Source: an optimization exercise on an open RTL-to-GDS flow (aim: small area). Production flows keep margins and buffers that such runs may drop.
At most, simulation tests tie the RTL to the original design; equivalence was not proved.
Power figures rest on the tool's default switching activity, not on a simulated workload. The clock port is modelled as an ideal driver; clocking choices that lean on that would not hold on a real chip.

Setup of the previous run:
==> module memory, before the edit <==
module memory (clk_24, rst, rx, rx_in, adv, write_index, waiting, ascii, cur);
    input clk_24;
    input rst;
    input rx;                
    input [6:0] rx_in;
    input adv;               
    output reg [10:0] write_index;
    output waiting;          
    output [6:0] ascii;      
    output reg [6:0] cur;    
    reg [10:0] diff;
    reg [5:0] wptr;
    reg [2:0] rx_age;        
    reg pend;
    reg [6:0] d_in;
    reg [447:0] ring;        
    wire ins = pend && (wptr == 6'd63);
    wire [6:0] ring_in = ins ? d_in : ring[447:441];
    wire rx_recent = (rx_age != 3'd0);
    wire bypass = (rx_age == 3'd4) && (diff[5:0] == 6'd1);
    wire read_in = (wptr == diff[5:0] - 6'd2);
    assign waiting = (diff != {10'b0, rx_recent});
    assign ascii = bypass ? d_in : cur;
    always @(posedge clk_24)
    begin
        if (rst)
        begin
            write_index <= 11'd0;
            diff <= 11'd0;
            rx_age <= 3'd0;
            wptr <= 6'd63;
        end
        else
        begin
            write_index <= write_index + rx;
            if (rx && !adv)
                diff <= diff + 1'b1;
            else if (adv && !rx)
                diff <= diff - 1'b1;
            if (rx)
                rx_age <= 3'd1;
            else if (rx_age == 3'd4)
                rx_age <= 3'd0;
            else if (rx_recent)
                rx_age <= rx_age + 1'b1;
            wptr <= wptr + {rx, ~rx};
        end
    end
    always @(posedge clk_24)
    begin
        pend <= rx || (pend && !ins);
        if (rx)
            d_in <= rx_in;
        if (bypass)
            cur <= d_in;
        else if (read_in && !rx_recent)
            cur <= ring_in;
    end
    always @(posedge clk_24)
        ring <= {ring[440:0], ring_in};
endmodule
export LEC_CHECK = 0
export ABC_AREA = 1
export CAP_MARGIN = 20
export CORE_MARGIN = 2
export CORE_UTILIZATION = 60
export PLACE_DENSITY = 0.75
export SLEW_MARGIN = 20
create_clock -name core_clock -period 8.0 [get_ports {clk_24}]
standard.sh (not shown) runs the stock make flow with config.mk's settings and CLKGATE_MAP_FILE= SYNTH_SCRIPT=/design/flow/synth_recipe.tcl, a recipe that flattens the netlist after the stock synthesis.
==> flow/flow/run.sh <==
#!/bin/bash
# Own layout flow: the standard synthesis, then the combinational logic
# of its netlist mapped again for area (the registers stay as they are,
# same names and cells), then the standard ORFS flow with a clock tree of
# fewer, larger buffers and no dummy loads.
# Each tool's output goes to a log file in the work folder.
set -euo pipefail
W=$PWD
R=$W/orfs/results/${FLOW_PLATFORM}/top/base

# Clock tree: leaf clusters of up to 30 sinks driven by clkbuf_16, no
# dummy loads. Port buffers: the smallest buffer.
export CTS_ARGS="-sink_clustering_enable -repair_clock_nets -buf_list sky130_fd_sc_hd__clkbuf_16 -sink_clustering_size 30 -sink_clustering_max_diameter 100 -dont_use_dummy_load"
export BUFFER_PORTS_ARGS="-buffer_cell sky130_fd_sc_hd__buf_1"

# 1. standard synthesis
bash standard.sh synth > $W/log_1_synth.txt 2>&1

# 2. map the logic again; the registers are black boxes and keep their names
cp $R/1_2_yosys.v $W/std_1_2_yosys.v
yosys -c $W/flow/resyn.tcl > $W/log_2_resyn.txt 2>&1
cp $W/resyn_1_2_yosys.v $R/1_2_yosys.v
rm -f $R/1_synth.odb $R/1_synth.sdc

# 3. the rest of the standard flow
bash standard.sh > $W/log_3_layout.txt 2>&1
Other scripts of this flow, unchanged in this note and not shown: flow/flow/resyn.abc, flow/flow/resyn.tcl
Input changes introduced in the current run (baseline for comparison: the previous run):
==> flow/design.v, changed modules only <==
module memory (clk_24, rst, rx, rx_in, adv, write_index, waiting, ascii, cur);
    input clk_24;
    input rst;
    input rx;                
    input [6:0] rx_in;
    input adv;               
    output reg [10:0] write_index;
    output waiting;          
    output [6:0] ascii;      
    output reg [6:0] cur;    
    reg [10:0] diff;
    reg [5:0] wptr, rptr;
    reg [3:0] rx_d;          
    reg pend;
    reg [6:0] d_in;
    reg [447:0] ring;        
    wire ins = pend && (wptr == 6'd63);
    wire [6:0] ring_in = ins ? d_in : ring[447:441];
    wire bypass = rx_d[3] && (diff[5:0] == 6'd1);
    assign waiting = (diff != {10'b0, |rx_d});
    assign ascii = bypass ? d_in : cur;
    always @(posedge clk_24)
    begin
        if (rst)
        begin
            write_index <= 11'd0;
            diff <= 11'd0;
            rx_d <= 4'd0;
            wptr <= 6'd63;
            rptr <= 6'd0;
        end
        else
        begin
            write_index <= write_index + rx;
            if (rx && !adv)
                diff <= diff + 1'b1;
            else if (adv && !rx)
                diff <= diff - 1'b1;
            rx_d <= {rx_d[2:0], rx};
            wptr <= wptr + {rx, ~rx};
            rptr <= rptr + {adv, ~adv};
        end
    end
    always @(posedge clk_24)
    begin
        pend <= rx || (pend && !ins);
        if (rx)
            d_in <= rx_in;
        if (bypass)
            cur <= d_in;
        else if ((rptr == 6'd63) && !(|rx_d))
            cur <= ring_in;
    end
    always @(posedge clk_24)
        ring <= {ring[440:0], ring_in};
endmodule
Note that the number of logic stages on the critical path including buffering recorded for the previous run amounts to 0.909 times the value seen in the current run.
Delta (the current run minus the previous run): clock share of power now larger; number of nets in the finished design now larger; hold slack now larger; final critical path time including I/O delays and setup now larger; global routing usage summed across all routing layers now larger.
The higher register-to-register slack of the current run and the previous run is in the previous run.
Per the final summary, the current run finished and its layout is clean on timing, DRC and antenna.
The number of standard cells after synthesis of the current run exceeds that of the previous run by 1.2%.
The faster design of the two is the previous run; the current run tops out lower.
Maximum fanout along the worst path in the current run vs the previous run: up 1
Only the layout flow was run in the previous run; the RTL was not checked for function there.

========
trial 51:
top again, from the RTL that the note above started with.
Design top, start of the top module:
module top(clk_24, rst_n, led, audio_out, uart_rx, uart_tx, write_index);
    input uart_rx;
    input rst_n;
    output [0:2] led;
    output audio_out;
    output [10:0] write_index;
    output uart_tx;
    input clk_24;
    wire rst = ~rst_n;
    wire recieved;
    wire [6:0] rx_serial;
    wire is_rx;
    rxuart r1(clk_24, rst, uart_rx, recieved, rx_serial, is_rx);
    reg [7:0] count;
    wire tick = (count == 8'd249);
    reg [2:0] morse_index;
    reg out_val;
    reg [1:0] repeat_time;
    reg tx_go;
    reg [6:0] to_tx;
    wire waiting;
    wire [6:0] ascii;
    wire [6:0] ascii_prev;
    wire [6:0] morse_value;
    wire [2:0] morse_len;
    wire [7:0] morse_value_ext = {1'b0, morse_value};
    wire play = tick && (repeat_time == 2'd0) && waiting;
    wire next_char = play && (morse_index == morse_len);
    memory mem1(clk_24, rst, recieved, rx_serial, next_char, write_index,
                waiting, ascii, ascii_prev);
    morse m1(ascii_prev, morse_value, morse_len);
    audio a1(clk_24, rst, out_val, audio_out);
    wire is_tx;
    txuart t1(clk_24, rst, count, tx_go, to_tx, uart_tx, is_tx);
    assign led = {~out_val, ~is_rx, ~is_tx};
    always @(posedge clk_24)
        if (tick)
            to_tx <= ascii;
    always @(posedge clk_24)
    begin
        if (rst)
        begin
            count <= 8'hff;
            tx_go <= 1'b0;
            morse_index <= 3'd0;
            out_val <= 1'b0;
            repeat_time <= 2'd0;
        end
        else if (tick)
        begin
            count <= 8'hff;
            tx_go <= 1'b0;
            if (play)
            begin
                if (morse_index == morse_len)
                begin
                    morse_index <= 3'd0;
                    repeat_time <= 2'd3;
                    out_val <= 1'b0;
                end
                else if (out_val)
                begin
                    out_val <= 1'b0;
                    repeat_time <= 2'd1;
                end
                else
                begin
                    if (morse_index == 3'd0)
  ...
Settings: LEC_CHECK=0, ABC_AREA=1, CAP_MARGIN=20, CORE_MARGIN=2, CORE_UTILIZATION=60, PLACE_DENSITY=0.75, SLEW_MARGIN=20; clock period 8.0 ns.
==> flow/flow/run.sh <==
#!/bin/bash
# Own layout flow: the standard synthesis, then the combinational logic
# of its netlist mapped again for area (the registers stay as they are,
# same names and cells), then the standard ORFS flow with a clock tree of
# fewer, larger buffers and no dummy loads.
# Each tool's output goes to a log file in the work folder.
set -euo pipefail
W=$PWD
R=$W/orfs/results/${FLOW_PLATFORM}/top/base

# Clock tree: leaf clusters of up to 30 sinks driven by clkbuf_16, no
# dummy loads. Port buffers: the smallest buffer.
export CTS_ARGS="-sink_clustering_enable -repair_clock_nets -buf_list sky130_fd_sc_hd__clkbuf_16 -sink_clustering_size 35 -sink_clustering_max_diameter 100 -dont_use_dummy_load"
export BUFFER_PORTS_ARGS="-buffer_cell sky130_fd_sc_hd__buf_1"

# 1. standard synthesis
bash standard.sh synth > $W/log_1_synth.txt 2>&1

# 2. map the logic again; the registers are black boxes and keep their names
cp $R/1_2_yosys.v $W/std_1_2_yosys.v
yosys -c $W/flow/resyn.tcl > $W/log_2_resyn.txt 2>&1
cp $W/resyn_1_2_yosys.v $R/1_2_yosys.v
rm -f $R/1_synth.odb $R/1_synth.sdc

# 3. the rest of the standard flow
bash standard.sh > $W/log_3_layout.txt 2>&1
Other scripts of this flow, unchanged in this note and not shown: flow/flow/resyn.abc, flow/flow/resyn.tcl
The inputs of trial 6 differ from those of trial 51 as listed below.
-- flow/design.v --
<<< trial 51, line 28
            write_index <= 11'd0;
            diff <= 11'd0;
            rx_age <= 3'd0;
            wptr <= 6'd63;
        end
        else
>>> trial 6, line 28
            write_index <= 11'd0;
            diff <= 11'd0;
        end
        else
<<< trial 51, line 38
            else if (adv && !rx)
                diff <= diff - 1'b1;
            if (rx)
                rx_age <= 3'd1;
            else if (rx_age == 3'd4)
                rx_age <= 3'd0;
            else if (rx_recent)
                rx_age <= rx_age + 1'b1;
            wptr <= wptr + {rx, ~rx};
        end
    end
    always @(posedge clk_24)
>>> trial 6, line 36
            else if (adv && !rx)
                diff <= diff - 1'b1;
        end
    end
    always @(posedge clk_24)
    begin
        if (rx)
            rx_age <= 3'd1;
        else if (rx_age == 3'd4)
            rx_age <= 3'd0;
        else if (rx_recent)
            rx_age <= rx_age + 1'b1;
        wptr <= wptr + {rx, ~rx};
    end
    always @(posedge clk_24)
Trial 6 | stages: all done | timing, DRC, antenna: all pass. On fraction of area in registers, the higher figure sits with trial 51, not trial 6. Share of the core filled with cells in trial 6 is 0.17 points higher than in trial 51. Trial 6 against trial 51: worst setup slack shows a reduction of 0.69 ns, overall power of the completed layout shows a reduction of 1.5%, layout-stage area growth over the synthesis result level.
No run of this note included a check of the RTL's function; only the layout flow was run.

==> what the ideal ports hide <==
Ports are ideal in the flow. The routed layouts listed here were re-timed in OpenROAD. Step 1 assumes that a clkbuf_16 drives the clock port and a buf_2 every other input. Step 2 moves the port delays by t, midway between the first and last clock arrival at a register: inputs arrive t later, outputs are due t later. That takes back most of the time a late clock gives input paths. a / b / c = ideal ports / drivers / drivers and shift; a / b = the first two.
run | t, ns | setup WS [ns] | cell pins on the clock port's net
the previous run | 0.563 | 3.379 / 3.379 / 3.379 | 1
the current run | 0.565 | 3.197 / 3.197 / 3.197 | 1
trial 51 | 0.560 | 3.427 / 3.427 / 3.427 | 1
trial 6 | 0.567 | 2.732 / 2.732 / 2.732 | 1
After both steps every run listed still meets setup and hold.
